This is an optimization exercise on Yosys and OpenROAD, whose aim is a short achievable clock period and few clock cycles, not a production implementation.
The RTL of this run was laid out without a check of its function.
Power figures rest on the tool's default switching activity, not on a simulated workload.

<file path="config.mk">
export PLATFORM = sky130hd
export DESIGN_NAME = processor
export DESIGN_NICKNAME = processor
export VERILOG_FILES = /design/flow/design.v
export SDC_FILE = /design/flow/constraint.sdc
export NUM_CORES = 4
export LEC_CHECK = 0
export CAP_MARGIN = 20
export CORE_MARGIN = 2
export CORE_UTILIZATION = 40
export PLACE_DENSITY = 0.6
export SLEW_MARGIN = 20
</file>
<file path="constraint.sdc">
create_clock -name core_clock -period 5.0 [get_ports {clk}]
set_input_delay 1.0000 -clock core_clock [delete_from_list [all_inputs] [get_ports {clk}]]
set_output_delay 1.0000 -clock core_clock [all_outputs]
set_load 0.01 [all_outputs]
</file>
<file path="design.v">
module processor (
  input  wire        clk,
  input  wire        reset,
  output wire [10:0] imem_addr,
  input  wire [17:0] imem_data,
  output wire [9:0]  dmem_addr,
  output wire        dmem_we,
  output wire [17:0] dmem_wdata,
  input  wire [17:0] dmem_rdata,
  output wire        halted
);
  localparam OP_HALT = 4'b0000;
  localparam OP_ADD  = 4'b0001;
  localparam OP_AND  = 4'b0010;
  localparam OP_NAND = 4'b0011;
  localparam OP_NOR  = 4'b0100;
  localparam OP_ADDI = 4'b0101;
  localparam OP_ANDI = 4'b0110;
  localparam OP_JUMP = 4'b0111;
  localparam OP_LD   = 4'b1000;
  localparam OP_ST   = 4'b1001;
  localparam OP_CMP  = 4'b1010;
  localparam OP_JE   = 4'b1011;
  localparam OP_JA   = 4'b1100;
  localparam OP_JB   = 4'b1101;
  localparam OP_JAE  = 4'b1110;
  localparam OP_JBE  = 4'b1111;
  reg  [10:0] pc_f;           
  reg  [10:0] pc_d;           
  reg         v_d;            
  reg         halt_q;
  reg         e_alu;          
  reg         e_ld;           
  reg         e_cmp;          
  reg  [1:0]  e_sel;          
  reg  [3:0]  e_rd;
  reg  [17:0] x1, x2, x3;     
  reg         w_ld;           
  reg  [3:0]  w_rd;
  reg         zf_q, cf_q;
  reg  [9:0]  daddr_q;
  reg         dwe_q;
  reg  [17:0] dwdata_q;
  reg  [17:0] rf [0:15];
  reg  [17:0] alu;
  always @* begin
    case (e_sel)
      2'b00: alu = x2 + x3;
      2'b01: alu = x2 & x3;
      2'b10: alu = ~(x2 & x3);
      default: alu = ~(x2 | x3);
    endcase
  end
  wire        c_zf = (x1 == x2);
  wire        c_cf = ($signed(x1) < $signed(x2));
  wire        zf = e_cmp ? c_zf : zf_q;
  wire        cf = e_cmp ? c_cf : cf_q;
  wire [17:0] ir  = imem_data;
  wire [3:0]  op  = ir[17:14];
  wire [3:0]  f1  = ir[13:10];
  wire [3:0]  f2  = ir[9:6];
  wire [3:0]  f3  = ir[5:2];
  wire        vd  = v_d & ~halt_q;
  wire is_rr   = (op == OP_ADD) | (op == OP_AND) | (op == OP_NAND) | (op == OP_NOR);
  wire is_ri   = (op == OP_ADDI) | (op == OP_ANDI);
  wire is_alu  = is_rr | is_ri;
  wire is_ld   = (op == OP_LD);
  wire is_st   = (op == OP_ST);
  wire is_cmp  = (op == OP_CMP);
  wire is_jmp  = (op == OP_JUMP);
  wire is_halt = (op == OP_HALT);
  wire use1 = is_st | is_cmp;
  wire use2 = is_alu | is_cmp;
  wire use3 = is_rr;
  wire stall = e_ld & ((use1 & (f1 == e_rd)) | (use2 & (f2 == e_rd)) | (use3 & (f3 == e_rd)));
  wire go    = vd & ~stall;
  reg cond;
  always @* begin
    case (op)
      OP_JUMP: cond = 1'b1;
      OP_JE:   cond = zf;
      OP_JA:   cond = ~zf & ~cf;
      OP_JB:   cond = cf;
      OP_JAE:  cond = ~cf;
      OP_JBE:  cond = cf | zf;
      default: cond = 1'b0;
    endcase
  end
  wire [10:0] off    = ir[13:3];
  wire [10:0] target = pc_d + off;
  wire        taken  = go & cond & (off != 11'd1);
  function [17:0] rd_fwd(input [3:0] a);
    if (e_alu & (e_rd == a))      rd_fwd = alu;
    else if (w_ld & (w_rd == a))  rd_fwd = dmem_rdata;
    else                          rd_fwd = rf[a];
  endfunction
  wire [17:0] p1 = rd_fwd(f1);
  wire [17:0] p2 = rd_fwd(f2);
  wire [17:0] p3 = is_ri ? {{12{ir[5]}}, ir[5:0]} : rd_fwd(f3);
  reg [1:0] sel_d;
  always @* begin
    case (op)
      OP_ADD, OP_ADDI: sel_d = 2'b00;
      OP_AND, OP_ANDI: sel_d = 2'b01;
      OP_NAND:         sel_d = 2'b10;
      default:         sel_d = 2'b11;
    endcase
  end
  always @(posedge clk or posedge reset) begin
    if (reset) begin
      pc_f    <= 11'd0;
      pc_d    <= 11'd0;
      v_d     <= 1'b0;
      halt_q  <= 1'b0;
      e_alu   <= 1'b0;
      e_ld    <= 1'b0;
      e_cmp   <= 1'b0;
      w_ld    <= 1'b0;
      zf_q    <= 1'b0;
      cf_q    <= 1'b0;
      dwe_q   <= 1'b0;
    end else begin
      pc_d <= pc_f;
      if (vd & stall) begin
        pc_f <= pc_d;             
        v_d  <= 1'b0;
      end else if (taken) begin
        pc_f <= target;
        v_d  <= 1'b0;
      end else begin
        pc_f <= pc_f + 11'd1;
        v_d  <= 1'b1;
      end
      if (go & is_halt) halt_q <= 1'b1;
      e_alu <= go & is_alu;
      e_ld  <= go & is_ld;
      e_cmp <= go & is_cmp;
      w_ld  <= e_ld;
      if (e_cmp) begin
        zf_q <= c_zf;
        cf_q <= c_cf;
      end
      dwe_q <= go & is_st;
    end
  end
  always @(posedge clk) begin
    e_sel    <= sel_d;
    e_rd     <= f1;
    x1       <= p1;
    x2       <= p2;
    x3       <= p3;
    w_rd     <= e_rd;
    daddr_q  <= ir[9:0];
    dwdata_q <= p1;
  end
  integer k;
  always @(posedge clk) begin
    for (k = 0; k < 16; k = k + 1) begin
      if (e_alu & (e_rd == k))
        rf[k] <= alu;
      else if (w_ld & (w_rd == k))
        rf[k] <= dmem_rdata;
    end
  end
  assign imem_addr  = pc_f;
  assign dmem_addr  = daddr_q;
  assign dmem_we    = dwe_q;
  assign dmem_wdata = dwdata_q;
  assign halted     = halt_q;
endmodule
</file>
<file path="run.sh">
#!/bin/bash
# synth_recipe.tcl (not shown) runs the flow's synth.tcl, then flattens the netlist and writes it again
# the make line also repeats each setting of config.mk as NAME=value (left out here)
make -C /OpenROAD-flow-scripts/flow DESIGN_CONFIG=/design/flow/config.mk WORK_HOME=/design/flow/orfs CLKGATE_MAP_FILE= SYNTH_SCRIPT=/design/flow/synth_recipe.tcl finish
</file>
==> reports/metrics.cfg <==
[yosys]
ys_seq_area_share_pct=44.43
ys_warn_count=2
syn_area_um2=24550
synth.distinct_cells=92
synth_edf_count=288
synth_top_flop_cell=edfxtp_1
synth_fp_nets=2736
synth-seq-cells=393
synthCells=2631
async_flop_share_pct=7.888
synth_area_per_cell_um2=9.330

[worst_setup_path]
path_buf_inv=0
crit_chain=ha_1, fa_1, a211oi_1, o211ai_1, a41o_1, a211o_1, a211oi_1, o21ai_1, o21a_1, mux2_2
cp_common_cell=a211oi_1
crit_path_start=x2[0]
r2r_slack_ns=0.70
cp_slowest_stage_delay_ns=0.51
arrival_ns=4.66
start_kind=register
endpoint_kind=register
crit-reg2reg-launch=x2[0]
worstSetupPathType=register to register
critPathTopFamily=compound AO/OA/AOI/OAI gates
crit_fanout=19
critPathSlowestCell=o21a_1
cp.required_ns=5.36
r2r_end=rf[12][16]
reg2regPathDepth=10

[cts]
h-tree-depth=2
cts_hold_buffers=0
cts_max_path_buffers=3
cts_setup_buffers=0
worst_skew_pair.late_latency_ns=0.63
cts-root-buf=clkbuf_16
cts_tree=built
cts.sinks=393
cts_made_buffers=47
clkTransAtPathRegs_ns=0.06
ctsResizeCount=0

[floorplan]
fp.coreArea_um2=60470
die_y_um=251.7
start_util_pct=40.59
std_cell_rows=90
num_io_pins=79
dieArea_um2=63370
chipWidth_um=251.7

[grt]
grt_max_degree=55
antenna_found_initial=5
grt_pass1_wl_um=180900
grt_pass1_vias=23700
grt-ovfl-total=0
grt_use_total_pct=40.48

[power_and_ir_drop]
powerDensity_nw_per_um2=357.6
combPwrFrac_pct=25.6
seqPwrFrac_pct=39.2
p_int_mw=6.773
p_leak_nw=10.79
switching_share_pct=33.62
power_frac_clock_pct=35.2
ir_worst_vdd_mv=0.2369
p_switching_mw=3.430

[timing]
timing.fmax_ghz=0.2324
hold_viol=0
rsz0062_at_grt=no
final_max_slew_viol_count=0
relSlewSlack_pct=20.01
setup_ws_ns=0.6975
finClkSkew_ns=0.02985
finalSetupViolCount=0
worst_slew_pin_slew_ns=1.200
layout_min_cycle_time_ns=4.303
finalCritPeriodShare_pct=86.05
setup_tns_ns=0

[worst_hold_path]
hp-start=e_ld
hold_path_depth=0
min_path_type=register to register
whs_endpoint=w_ld

[cells_and_area]
final_nets=2761
area_growth_pct=16.22
drive_gt1_share_pct=14.25
fin_area_um2=28530
utilization_pct=47.18

[detailed_routing]
via_per_inst=7.264
ant_nets=0
drc_errors=0
via_count=25270
wl_per_cell_um=37.61
dr.pass1.iters=14
wirelength_um=130800
first_iter_violations=5317

[run]
drv_cap=0

[placement]
place_area_um2=26930
portBuffers=78
gp_congestion=1.004
place_ws_ns=0.6920
post-dp-hpwl_um=84190

[run_status]
status=finished clean

[kinds of logic (layout without fill, tap and decap cells)]
logic type               after synthesis  in the layout  synth area share (%)
other                                  0              2                     0
AND/OR/NAND/NOR                      699            699                 13.89
flip-flops                           393            393                 44.43
adder cells (fa/ha/maj)               67             67                 3.476
AO/OA/AOI/OAI                        991            991                 26.62
multiplexers                         108            108                 4.791
XOR/XNOR                              49             49                 1.748
buffers and inverters                324            388                 5.046
[cell usage in the layout, fill, tap and decap left out, types with 48 or more instances in the layout]
master	instances
o21ai_0	275
inv_1	67
clkbuf_16	49
buf_4	148
nor2_1	89
nand2_1	343
clkdlybuf4s50_1	74
dfxtp_1	74
a22oi_1	253
edfxtp_1	288
a221oi_1	48
ha_1	65
nand3_1	67
mux2_2	73
nand4_1	62
a21oi_1	138
[per-stage QoR]
stage | total power, mW | hold slack [ns] | cells
after floorplan | 5.460 | 0.3290 | 2631
after global placement | 6.529 | 0.4040 | 3388
after detailed placement | 6.557 | 0.3809 | 3388
after CTS | 10.09 | 0.4161 | 3476
after global routing | 10.51 | 0.4261 | 3477
final | 10.20 | 0.4114 | 3479
[state kept, by name, indices dropped and copies added (netlist names)]
| register | cells |
|---|---|
| cf_q | 1 |
| daddr_q | 10 |
| dwe_q | 1 |
| e_alu | 1 |
| e_cmp | 1 |
| e_ld | 1 |
| e_rd | 4 |
| e_sel | 2 |
| halt_q | 1 |
| pc_d | 11 |
| pc_f | 11 |
| rf | 288 |
| v_d | 1 |
| w_ld | 1 |
| w_rd | 4 |
| x1 | 18 |
| x2 | 18 |
| x3 | 18 |
| zf_q | 1 |
[cells in the mapped netlist (9+ instances only)]
library cell	instances	area share, %
a211oi_1	10	0.31
a21o_1	15	0.46
a21oi_1	138	2.8
a221oi_1	48	1.7
a222oi_1	10	0.41
a22o_1	45	1.6
a22oi_1	253	7.7
a31oi_1	10	0.25
and3_1	12	0.31
buf_1	11	0.17
buf_2	17	0.35
clkbuf_1	228	3.5
dfrtp_1	31	3.2
dfxtp_1	74	6.0
edfxtp_1	288	35
ha_1	65	3.3
inv_1	67	1.0
mux2_2	73	3.3
mux2i_1	34	1.4
nand2_1	343	5.2
nand2b_1	12	0.31
nand3_1	67	1.4
nand4_1	62	1.6
nor2_1	93	1.4
nor2b_1	9	0.23
nor3_1	16	0.33
nor4bb_1	9	0.37
o211ai_1	28	0.86
o21ai_0	291	5.9
o21ai_1	19	0.39
o22ai_1	44	1.1
xnor2_1	13	0.46
xor2_1	36	1.3
[power groups by stage]
stage          clock network, mW  registers, mW  logic (mW)
2_1_floorplan                  0           3.94        1.52
3_3_place_gp                   0           4.06        2.47
3_5_place_dp                   0           4.06        2.50
4_1_cts                     3.58           3.99        2.51
5_1_grt                     3.72           4.01        2.78
6_report                    3.59           4.00        2.61
[routing by layer]
layer  vias up  global-route usage [%]  wire (um)
li1      10150                       -          -
met1     12050                   52.40      48100
met2      2409                   56.97      52340
met3       656                   15.18      20100
met4         6                   24.57      10190
met5         -                   1.004        103
[how the worst max path moves through the flow]
stage                     slack, ns  cells after the start    endpoint
after floorplan                1.74                     11    pc_f[10]
after global placement         0.80                      9    pc_f[10]
after detailed placement       0.69                      9    pc_f[10]
after CTS                      0.82                     10  rf[12][16]
after global routing           0.59                     10  rf[10][16]
final                          0.70                     10  rf[12][16]
[area by class of cell]
| type | count | area [um2] |
|---|---|---|
| Clock buffer | 64 | 1343 |
| Clock inverter | 24 | 232.7 |
| Sequential cell | 393 | 10910 |
| Inverter | 67 | 251.5 |
| Timing Repair Buffer | 233 | 2007 |
| Tap cell | 782 | 978.4 |
| Antenna cell | 2 | 5.005 |
| Fill cell | 5644 | 31940 |
| Multi-Input combinational cell | 1914 | 12810 |

[separate check: timing with driven ports]
No port has a modelled driver above. Below, the same layout with a new extraction and two added sets of constraints.
Step 1 assumes that a clkbuf_16 drives the clock port and a buf_2 every other input.
Step 2 also shifts input and output timing later by t, the mid clock arrival at the registers, as if the neighbouring blocks saw the same clock.
Three values: ideal, step 1, step 2; two values: the first two.
shift t [ns]: 0.673
slack for setup (ns): 0.697 / 0.697 / 0.597
hold slack, ns: 0.411 / 0.411 / 0.411
worst setup path after step 2: input to register
worst register clock-pin slew, ns: 0.07 / 0.07
After both steps setup and hold are still met in this run. The setup slack of this run moves by 0.000 ns with the drivers and by -0.100 ns with both steps.
